What follows belongs to an exercise in optimizing a design on an open flow for small area; a production flow would make more cautious choices. Function was checked by simulation only, so behaviour that the tests miss may differ from the original.

## v7
==> flow/design.v <==
module ethernet_top
  (
    input        CLK,
    input        RST_N,
    output       M_CLK,
    input        M_DATA,
    output       M_LRSEL,
    output       ETH_MDC,
    output       ETH_RSTN,
    output       ETH_TXEN,
    output [1:0] ETH_TXD
   );
   assign M_LRSEL = 1'b0;
   assign ETH_MDC = 1'b0;
   reg [2:0] rst_q;
   always @(posedge CLK) rst_q <= {rst_q[1:0], ~RST_N};
   wire rst  = |rst_q;
   wire crst = |rst_q[2:1];       
   reg [3:0] p;
   reg [2:0] q;
   reg [3:0] g;
   reg [3:0] n;
   always @(posedge CLK) begin
      if (crst) begin
         p <= 4'd5; q <= 3'd4; g <= 4'd15; n <= 4'd15;
      end
      else begin
         p <= p + 4'd1;
         if (p == 4'd15) begin
            if (q == 3'd4) begin
               q <= 3'd0;
               g <= g + 4'd1;
               if (g == 4'd15) n <= n + 4'd1;
            end
            else q <= q + 3'd1;
         end
      end
   end
   reg eth_rst;
   wire u_is_8 = (n == 4'd0) && (g == 4'd0) && (q == 3'd0) && (p == 4'd8);
   always @(posedge CLK) eth_rst <= rst | (eth_rst & ~u_is_8);
   assign ETH_RSTN = ~eth_rst;
   reg armed;
   always @(posedge CLK)
     if (eth_rst) armed <= 1'b0;
     else if (n == 4'd15) armed <= 1'b1;
   wire [6:0] v = {q, p};
   reg mclk_d;
   always @(*) begin
      case (q)
        3'd0: mclk_d = (p <= 4'd8);
        3'd1: mclk_d = (p >= 4'd3) && (p <= 4'd12);
        3'd2: mclk_d = (p >= 4'd7);
        3'd3: mclk_d = (p <= 4'd0) || (p >= 4'd11);
        default: mclk_d = (p <= 4'd4) || (p == 4'd15);
      endcase
   end
   reg eth_rst_d;
   always @(posedge CLK) eth_rst_d <= eth_rst;
   assign M_CLK = mclk_d & ~eth_rst_d;
   reg xs, xp;
   wire cap = (q != 3'd0) && (p == {q[1:0] - 2'd1, 2'b00});
   always @(posedge CLK) if (cap) xs <= M_DATA;
   always @(posedge CLK)
     if (eth_rst) xp <= 1'b0;
     else if (p == 4'd0) xp <= xs;
   wire upd  = (q != 3'd1);
   wire lsb  = (p == 4'd0);
   reg [31:0] ir0, ir1, ir2, ir3, ir4;
   reg [4:0]  ic;
   wire [1:0] io0 = ir0[31:30];
   wire [1:0] io1 = ir1[31:30];
   wire [1:0] io2 = ir2[31:30];
   wire [1:0] io3 = ir3[31:30];
   wire [1:0] io4 = ir4[31:30];
   wire [1:0] xa  = !upd ? 2'b00 : lsb ? {xs, 1'b1} : {xp, xp};
   wire [1:0] a1  = upd ? io0 : 2'b00;
   wire [1:0] a2  = upd ? io1 : 2'b00;
   wire [1:0] a3  = upd ? io2 : 2'b00;
   wire [1:0] a4  = upd ? io3 : 2'b00;
   wire [4:0] icin = lsb ? 5'b0 : ic;
   wire [2:0] s0 = io0 + xa + icin[0];
   wire [2:0] s1 = io1 + a1 + icin[1];
   wire [2:0] s2 = io2 + a2 + icin[2];
   wire [2:0] s3 = io3 + a3 + icin[3];
   wire [2:0] s4 = io4 + a4 + icin[4];
   always @(posedge CLK) begin
      if (eth_rst) begin
         ir0 <= {ir0[29:0], 2'b00};
         ir1 <= {ir1[29:0], 2'b00};
         ir2 <= {ir2[29:0], 2'b00};
         ir3 <= {ir3[29:0], 2'b00};
         ir4 <= {ir4[29:0], 2'b00};
         ic  <= 5'b0;
      end
      else begin
         ir0 <= {ir0[29:0], s0[1:0]};
         ir1 <= {ir1[29:0], s1[1:0]};
         ir2 <= {ir2[29:0], s2[1:0]};
         ir3 <= {ir3[29:0], s3[1:0]};
         ir4 <= {ir4[29:0], comb ? 2'b00 : s4[1:0]};
         ic  <= {s4[2], s3[2], s2[2], s1[2], s0[2]};
      end
   end
   wire comb = (g == 4'd0) && (q == 3'd1);
   reg [31:0] dr1, dr2, dr3, dr4;
   reg [4:1]  cc;
   wire [1:0] do1 = dr1[31:30];
   wire [1:0] do2 = dr2[31:30];
   wire [1:0] do3 = dr3[31:30];
   wire [1:0] do4 = dr4[31:30];
   wire [4:1] ccin = lsb ? 4'b1111 : cc;
   wire [1:0] c0 = io4;
   wire [2:0] c1 = c0      + {1'b0, ~do1} + ccin[1];
   wire [2:0] c2 = c1[1:0] + {1'b0, ~do2} + ccin[2];
   wire [2:0] c3 = c2[1:0] + {1'b0, ~do3} + ccin[3];
   wire [2:0] c4 = c3[1:0] + {1'b0, ~do4} + ccin[4];
   wire [1:0] y  = c4[1:0];
   always @(posedge CLK) begin
      if (eth_rst) begin
         dr1 <= {dr1[29:0], 2'b00};
         dr2 <= {dr2[29:0], 2'b00};
         dr3 <= {dr3[29:0], 2'b00};
         dr4 <= {dr4[29:0], 2'b00};
      end
      else begin
         dr1 <= {dr1[29:0], comb ? c0      : do1};
         dr2 <= {dr2[29:0], comb ? c1[1:0] : do2};
         dr3 <= {dr3[29:0], comb ? c2[1:0] : do3};
         dr4 <= {dr4[29:0], comb ? c3[1:0] : do4};
      end
      cc <= {c4[2], c3[2], c2[2], c1[2]};
   end
   reg  [1:0] sr [0:255];
   integer k;
   always @(posedge CLK) begin
      for (k = 0; k < 256; k = k + 1) begin
         if ((k % 16) == 8 && comb && n == ((280 - k) / 16 + 1) % 16)
           sr[k] <= y;
         else
           sr[k] <= sr[(k + 255) % 256];
      end
   end
   wire fr  = armed && (n == 4'd0);
   wire pre = ((g == 4'd0) && !((q == 3'd0) && !p[3])) || ((g == 4'd1) && (q == 3'd0));
   wire dat = ((g == 4'd1) && (q != 3'd0)) || (g == 4'd2) || (g == 4'd3) ||
              ((g == 4'd4) && (q[2:1] == 2'b00));
   wire fcs = (g == 4'd4) && (q == 3'd2);
   assign ETH_TXEN = fr && (pre || dat || fcs);
   reg [1:0] rom;
   always @(*) begin
      case ({g[0], q, p})
        8'b00001000: rom = 2'd1;
        8'b00001001: rom = 2'd1;
        8'b00001010: rom = 2'd1;
        8'b00001011: rom = 2'd1;
        8'b00001100: rom = 2'd1;
        8'b00001101: rom = 2'd1;
        8'b00001110: rom = 2'd1;
        8'b00001111: rom = 2'd1;
        8'b00010000: rom = 2'd1;
        8'b00010001: rom = 2'd1;
        8'b00010010: rom = 2'd1;
        8'b00010011: rom = 2'd1;
        8'b00010100: rom = 2'd1;
        8'b00010101: rom = 2'd1;
        8'b00010110: rom = 2'd1;
        8'b00010111: rom = 2'd1;
        8'b00011000: rom = 2'd1;
        8'b00011001: rom = 2'd1;
        8'b00011010: rom = 2'd1;
        8'b00011011: rom = 2'd1;
        8'b00011100: rom = 2'd1;
        8'b00011101: rom = 2'd1;
        8'b00011110: rom = 2'd1;
        8'b00011111: rom = 2'd1;
        8'b00100000: rom = 2'd1;
        8'b00100001: rom = 2'd1;
        8'b00100010: rom = 2'd1;
        8'b00100011: rom = 2'd1;
        8'b00100100: rom = 2'd1;
        8'b00100101: rom = 2'd1;
        8'b00100110: rom = 2'd1;
        8'b00100111: rom = 2'd3;
        8'b00101000: rom = 2'd0;
        8'b00101001: rom = 2'd3;
        8'b00101010: rom = 2'd0;
        8'b00101011: rom = 2'd2;
        8'b00101100: rom = 2'd3;
        8'b00101101: rom = 2'd1;
        8'b00101110: rom = 2'd0;
        8'b00101111: rom = 2'd1;
        8'b00110000: rom = 2'd2;
        8'b00110001: rom = 2'd3;
        8'b00110010: rom = 2'd3;
        8'b00110011: rom = 2'd2;
        8'b00110100: rom = 2'd0;
        8'b00110101: rom = 2'd3;
        8'b00110110: rom = 2'd1;
        8'b00110111: rom = 2'd0;
        8'b00111000: rom = 2'd2;
        8'b00111001: rom = 2'd0;
        8'b00111010: rom = 2'd0;
        8'b00111011: rom = 2'd2;
        8'b00111100: rom = 2'd1;
        8'b00111101: rom = 2'd3;
        8'b00111110: rom = 2'd2;
        8'b00111111: rom = 2'd3;
        8'b01000000: rom = 2'd0;
        8'b01000001: rom = 2'd0;
        8'b01000010: rom = 2'd0;
        8'b01000011: rom = 2'd0;
        8'b01000100: rom = 2'd0;
        8'b01000101: rom = 2'd2;
        8'b01000110: rom = 2'd1;
        8'b01000111: rom = 2'd0;
        8'b01001000: rom = 2'd2;
        8'b01001001: rom = 2'd3;
        8'b01001010: rom = 2'd3;
        8'b01001011: rom = 2'd0;
        8'b01001100: rom = 2'd1;
        8'b01001101: rom = 2'd0;
        8'b01001110: rom = 2'd0;
        8'b01001111: rom = 2'd0;
        8'b10000000: rom = 2'd3;
        8'b10000001: rom = 2'd2;
        8'b10000010: rom = 2'd2;
        8'b10000011: rom = 2'd3;
        8'b10000100: rom = 2'd2;
        8'b10000101: rom = 2'd3;
        8'b10000110: rom = 2'd2;
        8'b10000111: rom = 2'd1;
        8'b10001000: rom = 2'd0;
        8'b10001001: rom = 2'd0;
        8'b10001010: rom = 2'd0;
        8'b10001011: rom = 2'd0;
        8'b10001100: rom = 2'd0;
        8'b10001101: rom = 2'd0;
        8'b10001110: rom = 2'd0;
        8'b10001111: rom = 2'd1;
        default: rom = 2'd1;
      endcase
   end
   reg [1:0] tap;
   always @(*) begin
      case (p[3:2])
        2'd0: tap = sr[91];
        2'd1: tap = sr[99];
        2'd2: tap = sr[107];
        default: tap = sr[115];
      endcase
   end
   reg [31:0] crc;
   reg [1:0]  nk;
   always @(*) begin
      case (p)
        4'd0: nk = 2'd2;  4'd1: nk = 2'd0;  4'd2: nk = 2'd1;  4'd3: nk = 2'd3;
        4'd4: nk = 2'd2;  4'd5: nk = 2'd0;  4'd6: nk = 2'd1;  4'd7: nk = 2'd2;
        4'd8: nk = 2'd3;  4'd9: nk = 2'd3;  4'd10: nk = 2'd0; 4'd11: nk = 2'd3;
        4'd12: nk = 2'd3; 4'd13: nk = 2'd2; 4'd14: nk = 2'd2; default: nk = 2'd3;
      endcase
   end
   wire [1:0] txd = dat ? tap : fcs ? (crc[1:0] ^ nk) : rom;
   assign ETH_TXD = txd;
   wire [1:0] fb = (fr && dat) ? (tap ^ crc[1:0]) : 2'b00;
   always @(posedge CLK)
     crc <= {2'b00, crc[31:2]} ^ ({32{fb[0]}} & 32'h76dc4190) ^ ({32{fb[1]}} & 32'hedb88320);
endmodule
make LEC_CHECK=0 CAP_MARGIN=20 CORE_MARGIN=2 CORE_UTILIZATION=75 CTS_BUF_LIST=sky130_fd_sc_hd__clkbuf_8 CTS_CLUSTER_DIAMETER=60 CTS_CLUSTER_SIZE=18 SLEW_MARGIN=20 SYNTH_MEMORY_MAX_BITS=8192 finish   # period 10.0 ns
run.sh (not shown) runs the stock make flow with config.mk's settings and CLKGATE_MAP_FILE= SYNTH_SCRIPT=/design/flow/synth_recipe.tcl, a recipe that flattens the netlist after the stock synthesis.
v7: full flow OK, the timing, design-rule and antenna checks passed
What v13 does differently from v7 at the input level:
diff --git a/flow/design.v b/flow/design.v
--- a/flow/design.v
+++ b/flow/design.v
@@ -36,9 +36,9 @@
          end
       end
    end
    reg eth_rst;
-   wire u_is_8 = (n == 4'd0) && (g == 4'd0) && (q == 3'd0) && (p == 4'd8);
+   wire u_is_8 = (q == 3'd0) && (p == 4'd8);    
    always @(posedge CLK) eth_rst <= rst | (eth_rst & ~u_is_8);
    assign ETH_RSTN = ~eth_rst;
    reg armed;
    always @(posedge CLK)
@@ -130,17 +130,17 @@
          dr4 <= {dr4[29:0], comb ? c3[1:0] : do4};
       end
       cc <= {c4[2], c3[2], c2[2], c1[2]};
    end
+   wire skip = (n != 4'd0) &&
+               (((g == 4'd0) && (q >= 3'd2)) || (g == 4'd1) || (g == 4'd2) ||
+                ((g == 4'd3) && (q <= 3'd2)));
    reg  [1:0] sr [0:255];
    integer k;
    always @(posedge CLK) begin
-      for (k = 0; k < 256; k = k + 1) begin
-         if ((k % 16) == 8 && comb && n == ((280 - k) / 16 + 1) % 16)
-           sr[k] <= y;
-         else
-           sr[k] <= sr[(k + 255) % 256];
-      end
+      sr[0] <= comb ? y : skip ? sr[239] : sr[255];
+      for (k = 1; k < 256; k = k + 1)
+        sr[k] <= sr[k - 1];
    end
    wire fr  = armed && (n == 4'd0);
    wire pre = ((g == 4'd0) && !((q == 3'd0) && !p[3])) || ((g == 4'd1) && (q == 3'd0));
    wire dat = ((g == 4'd1) && (q != 3'd0)) || (g == 4'd2) || (g == 4'd3) ||
@@ -243,12 +243,12 @@
    end
    reg [1:0] tap;
    always @(*) begin
       case (p[3:2])
-        2'd0: tap = sr[91];
-        2'd1: tap = sr[99];
-        2'd2: tap = sr[107];
-        default: tap = sr[115];
+        2'd0: tap = sr[51];
+        2'd1: tap = sr[59];
+        2'd2: tap = sr[67];
+        default: tap = sr[75];
       endcase
    end
    reg [31:0] crc;
    reg [1:0]  nk;
## What came out
- The lower shortest period the worst path allows came out of v13.
- On setup slack: between v13 and v7, it ends up higher for v13.
- Compared with v7, v13 shows a lower largest net degree at the start of global routing.
- Measured against each other, v13 and v7 differ in cell area, the higher figure coming from v7.
- Reported for v13 and v7, count of buffers from port buffering turned out identical to the last digit.

[separate check: timing with driven ports]
How much do the figures lean on ideal ports? The routed layouts below were timed once more, with nothing changed but the port constraints.
Step 1 assumes that a clkbuf_16 drives the clock port and a buf_2 every other input.
Step 2 also shifts input and output timing later by t, the mid clock arrival at the registers, as if the neighbouring blocks saw the same clock.
Slacks: no drivers / after step 1 / after step 2; pairs: no drivers / after step 1.
run | shift t [ns] | setup WS [ns] | latest minus earliest clock arrival (ns) | worst slew at a driven data input, ns | cell pins on the clock port's net
v7 | 0.650 | 4.658 / 4.612 / 5.072 | 0.031 / 0.030 | 0.03 | 1
v13 | 0.647 | 4.739 / 4.697 / 5.344 | 0.035 / 0.035 | 0.03 | 1
After both steps setup and hold are still met in every run listed.
